Source: an optimization exercise on an open RTL-to-GDS flow (aim: small area, a short achievable clock period and few clock cycles). Production flows keep margins and buffers that such runs may drop. At most, simulation tests tie the RTL to the original design; equivalence was not proved.

==> flow/design.v (excerpt) <==
module layer_1
    (
        input         clk,
        input         RSTn,
        input         i_EN_w,
        input         i_EN_c,
        output        o_busy,
        input  [31:0] i_data,
        input         i_stb_in,
        output        o_ack_in,
        output [63:0] o_data,
        output        o_stb_out,
        input         i_ack_out
    );
    function [3*17-1:0] benc;
        input [32:0] x;
        input integer n;
        integer i;
        reg b2, b1, b0;
        begin
            benc = 0;
            for (i = 0; i < 17; i = i + 1) begin
                b2 = x[(2*i+1 < n) ? 2*i+1 : n-1];
                b1 = (2*i < n) ? x[2*i] : x[n-1];
                b0 = (i == 0) ? 1'b0 : x[2*i-1];
                benc[i]      = b1 ^ b0;
                benc[17 + i] = (b2 & ~b1 & ~b0) | (~b2 & b1 & b0);
                benc[34 + i] = b2;
            end
        end
    endfunction
    reg r_ph, r_phn;               
    always @(posedge clk or negedge RSTn)
        if (!RSTn) begin
            r_ph  <= 1'b0;
            r_phn <= 1'b1;
        end else begin
            r_ph  <= ~r_ph;
            r_phn <= r_ph;
        end
    reg        r_ack;         
    reg        r_busy;        
    reg  [2:0] r_lcnt;        
    reg        r_par;         
    reg  [2:0] r_nout;        
    reg        r_stb;
    reg        r_lv;          
    reg  [2:0] r_lidx;        
    wire xfer    = i_stb_in & r_ack;
    wire ld_word = xfer & (r_busy | i_EN_w);
    wire smp     = xfer & i_EN_c & ~r_busy;
  ...
==> module sk_add, before the edit <==
module sk_add
    #(parameter N = 33)
    (
        input  [N-1:0] a,
        input  [N-1:0] b,
        input          cin,
        output [N-1:0] y,
        output         cout
    );
    localparam M = N + 1;                  
    function integer nlev;
        input integer m;
        integer k;
        begin
            nlev = 0;
            for (k = 1; k < m; k = k * 2)
                nlev = nlev + 1;
        end
    endfunction
    localparam L = nlev(M);
    wire [M-1:0] g [0:L];
    wire [M-1:0] p [0:L];
    assign g[0] = {a & b, cin};
    assign p[0] = {a ^ b, 1'b0};
    genvar l, i;
    generate
        for (l = 0; l < L; l = l + 1) begin : lvl
            for (i = 0; i < M; i = i + 1) begin : pos
                if ((i >> l) & 1) begin : cmb
                    localparam integer J = ((i >> l) << l) - 1;
                    assign g[l+1][i] = g[l][i] | (p[l][i] & g[l][J]);
                    assign p[l+1][i] = p[l][i] & p[l][J];
                end else begin : pass
                    assign g[l+1][i] = g[l][i];
                    assign p[l+1][i] = p[l][i];
                end
            end
        end
    endgenerate
    assign y    = p[0][M-1:1] ^ g[L][M-2:0];
    assign cout = g[L][M-1];
endmodule
==> module sk_carry, before the edit <==
module sk_carry
    #(parameter N = 32)
    (
        input  [N-1:0] a,
        input  [N-1:0] b,
        input          cin,
        output         cout
    );
    localparam M = N + 1;
    function integer nlev;
        input integer m;
        integer k;
        begin
            nlev = 0;
            for (k = 1; k < m; k = k * 2)
                nlev = nlev + 1;
        end
    endfunction
    localparam L = nlev(M);
    wire [M-1:0] g [0:L];
    wire [M-1:0] p [0:L];
    assign g[0] = {a & b, cin};
    assign p[0] = {a ^ b, 1'b0};
    genvar l, i;
    generate
        for (l = 0; l < L; l = l + 1) begin : lvl
            for (i = 0; i < M; i = i + 1) begin : pos
                if ((i >> l) & 1) begin : cmb
                    localparam integer J = ((i >> l) << l) - 1;
                    assign g[l+1][i] = g[l][i] | (p[l][i] & g[l][J]);
                    assign p[l+1][i] = p[l][i] & p[l][J];
                end else begin : pass
                    assign g[l+1][i] = g[l][i];
                    assign p[l+1][i] = p[l][i];
                end
            end
        end
    endgenerate
    assign cout = g[L][M-1];
endmodule
Settings: LEC_CHECK=0, CAP_MARGIN=20, CORE_MARGIN=2, CORE_UTILIZATION=50, CTS_BUF_LIST=sky130_fd_sc_hd__clkbuf_16, CTS_CLUSTER_DIAMETER=100, CTS_CLUSTER_SIZE=24, SLEW_MARGIN=20, SYNTH_HIERARCHICAL=1, SYNTH_MINIMUM_KEEP_SIZE=0; clock period 12.0 ns.
standard.sh (not shown) runs the stock make flow with config.mk's settings and CLKGATE_MAP_FILE= SYNTH_SCRIPT=/design/flow/synth_recipe.tcl, a recipe that flattens the netlist after the stock synthesis.
==> flow/flow/run.sh <==
#!/bin/bash
# Standard synthesis; every combinational cell resized to its smallest drive
# strength; then the standard layout, with repair_timing aiming at a setup slack
# margin so that the critical paths are sized for the period the design can reach.
set -uo pipefail
bash standard.sh synth > synth.log 2>&1 || exit 1
DS_ODB=orfs/results/sky130hd/layer_1/base/1_synth.odb openroad -no_init -exit flow/downsize.tcl > downsize.log 2>&1 || exit 1
bash standard.sh finish SETUP_SLACK_MARGIN=8.25 > layout.log 2>&1 || exit 1
==> flow/flow/downsize.tcl <==
# Resize every combinational cell of the synthesized netlist to the smallest
# drive strength of its family; timing repair later upsizes where needed.
# Flip-flops, clock cells and physical cells are left alone.
set db [ord::get_db]
read_db $::env(DS_ODB)
set block [[$db getChip] getBlock]
set fam [dict create]
foreach lib [$db getLibs] {
  foreach m [$lib getMasters] {
    set n [$m getName]
    if {![regexp {^(sky130_fd_sc_hd__[a-z0-9]+)_([0-9]+)$} $n -> base sz]} { continue }
    if {[string match "*lpflow*" $n] || [string match "*probe*" $n]} { continue }
    dict lappend fam $base $m
  }
}
set skip {df edf sdf dl clk tap fill decap conb sdl lpflow probe diode ebuf einv bufbuf}
set nsw 0
set saved 0
foreach inst [$block getInsts] {
  set m [$inst getMaster]
  set n [$m getName]
  if {![regexp {^(sky130_fd_sc_hd__([a-z0-9]+))_([0-9]+)$} $n -> base short sz]} { continue }
  set ok 1
  foreach s $skip { if {[string match "${s}*" $short]} { set ok 0 } }
  if {!$ok} { continue }
  if {![dict exists $fam $base]} { continue }
  set best $m
  set barea [expr {[$m getWidth] * [$m getHeight]}]
  foreach c [dict get $fam $base] {
    set a [expr {[$c getWidth] * [$c getHeight]}]
    if {$a < $barea} { set best $c; set barea $a }
  }
  if {$best ne $m} {
    set old [expr {[$m getWidth] * [$m getHeight]}]
    if {[$inst swapMaster $best]} {
      incr nsw
      set saved [expr {$saved + ($old - $barea) / 1e6}]
    }
  }
}
puts "downsize: swapped $nsw cells, saved [format %.1f $saved] um2"
write_db $::env(DS_ODB)
Testbench counts at the start, summed over its fixed seeds: cycles 6,072.
Then changed:
--- a/flow/design.v
+++ b/flow/design.v
@@ -22,14 +22,5 @@
     );
     localparam M = N + 1;                  
-    function integer nlev;
-        input integer m;
-        integer k;
-        begin
-            nlev = 0;
-            for (k = 1; k < m; k = k * 2)
-                nlev = nlev + 1;
-        end
-    endfunction
-    localparam L = nlev(M);
+    localparam L = $clog2(M);
     wire [M-1:0] g [0:L];
     wire [M-1:0] p [0:L];
@@ -63,14 +54,5 @@
     );
     localparam M = N + 1;
-    function integer nlev;
-        input integer m;
-        integer k;
-        begin
-            nlev = 0;
-            for (k = 1; k < m; k = k * 2)
-                nlev = nlev + 1;
-        end
-    endfunction
-    localparam L = nlev(M);
+    localparam L = $clog2(M);
     wire [M-1:0] g [0:L];
     wire [M-1:0] p [0:L];
Result:
- The new run completed without violations
- global-route usage does not change
- via count is unchanged
- design area stays the same
- cell count does not change
Only the layout flow was run in the second run of this note; the RTL was not checked for function there.

==> what the ideal ports hide <==
In the flow no input, the clock included, has a driving cell. The finished layouts below were timed again as built, in two steps. Step 1, drivers: a clkbuf_16 drives clk and a buf_2 each remaining input, both assumed. Step 2 also shifts input and output timing later by t, the mid clock arrival at the registers, as if the neighbouring blocks saw the same clock. Slacks: no drivers / after step 1 / after step 2; pairs: no drivers / after step 1.
| run | t (ns) | setup WS [ns] | worst register clock-pin slew, ns |
|---|---|---|---|
| the first run | 0.837 | 8.218 / 8.122 / 7.613 | 0.11 / 0.11 |
| the second run | 0.837 | 8.218 / 8.122 / 7.613 | 0.11 / 0.11 |
After both steps setup and hold are still met in every run listed.
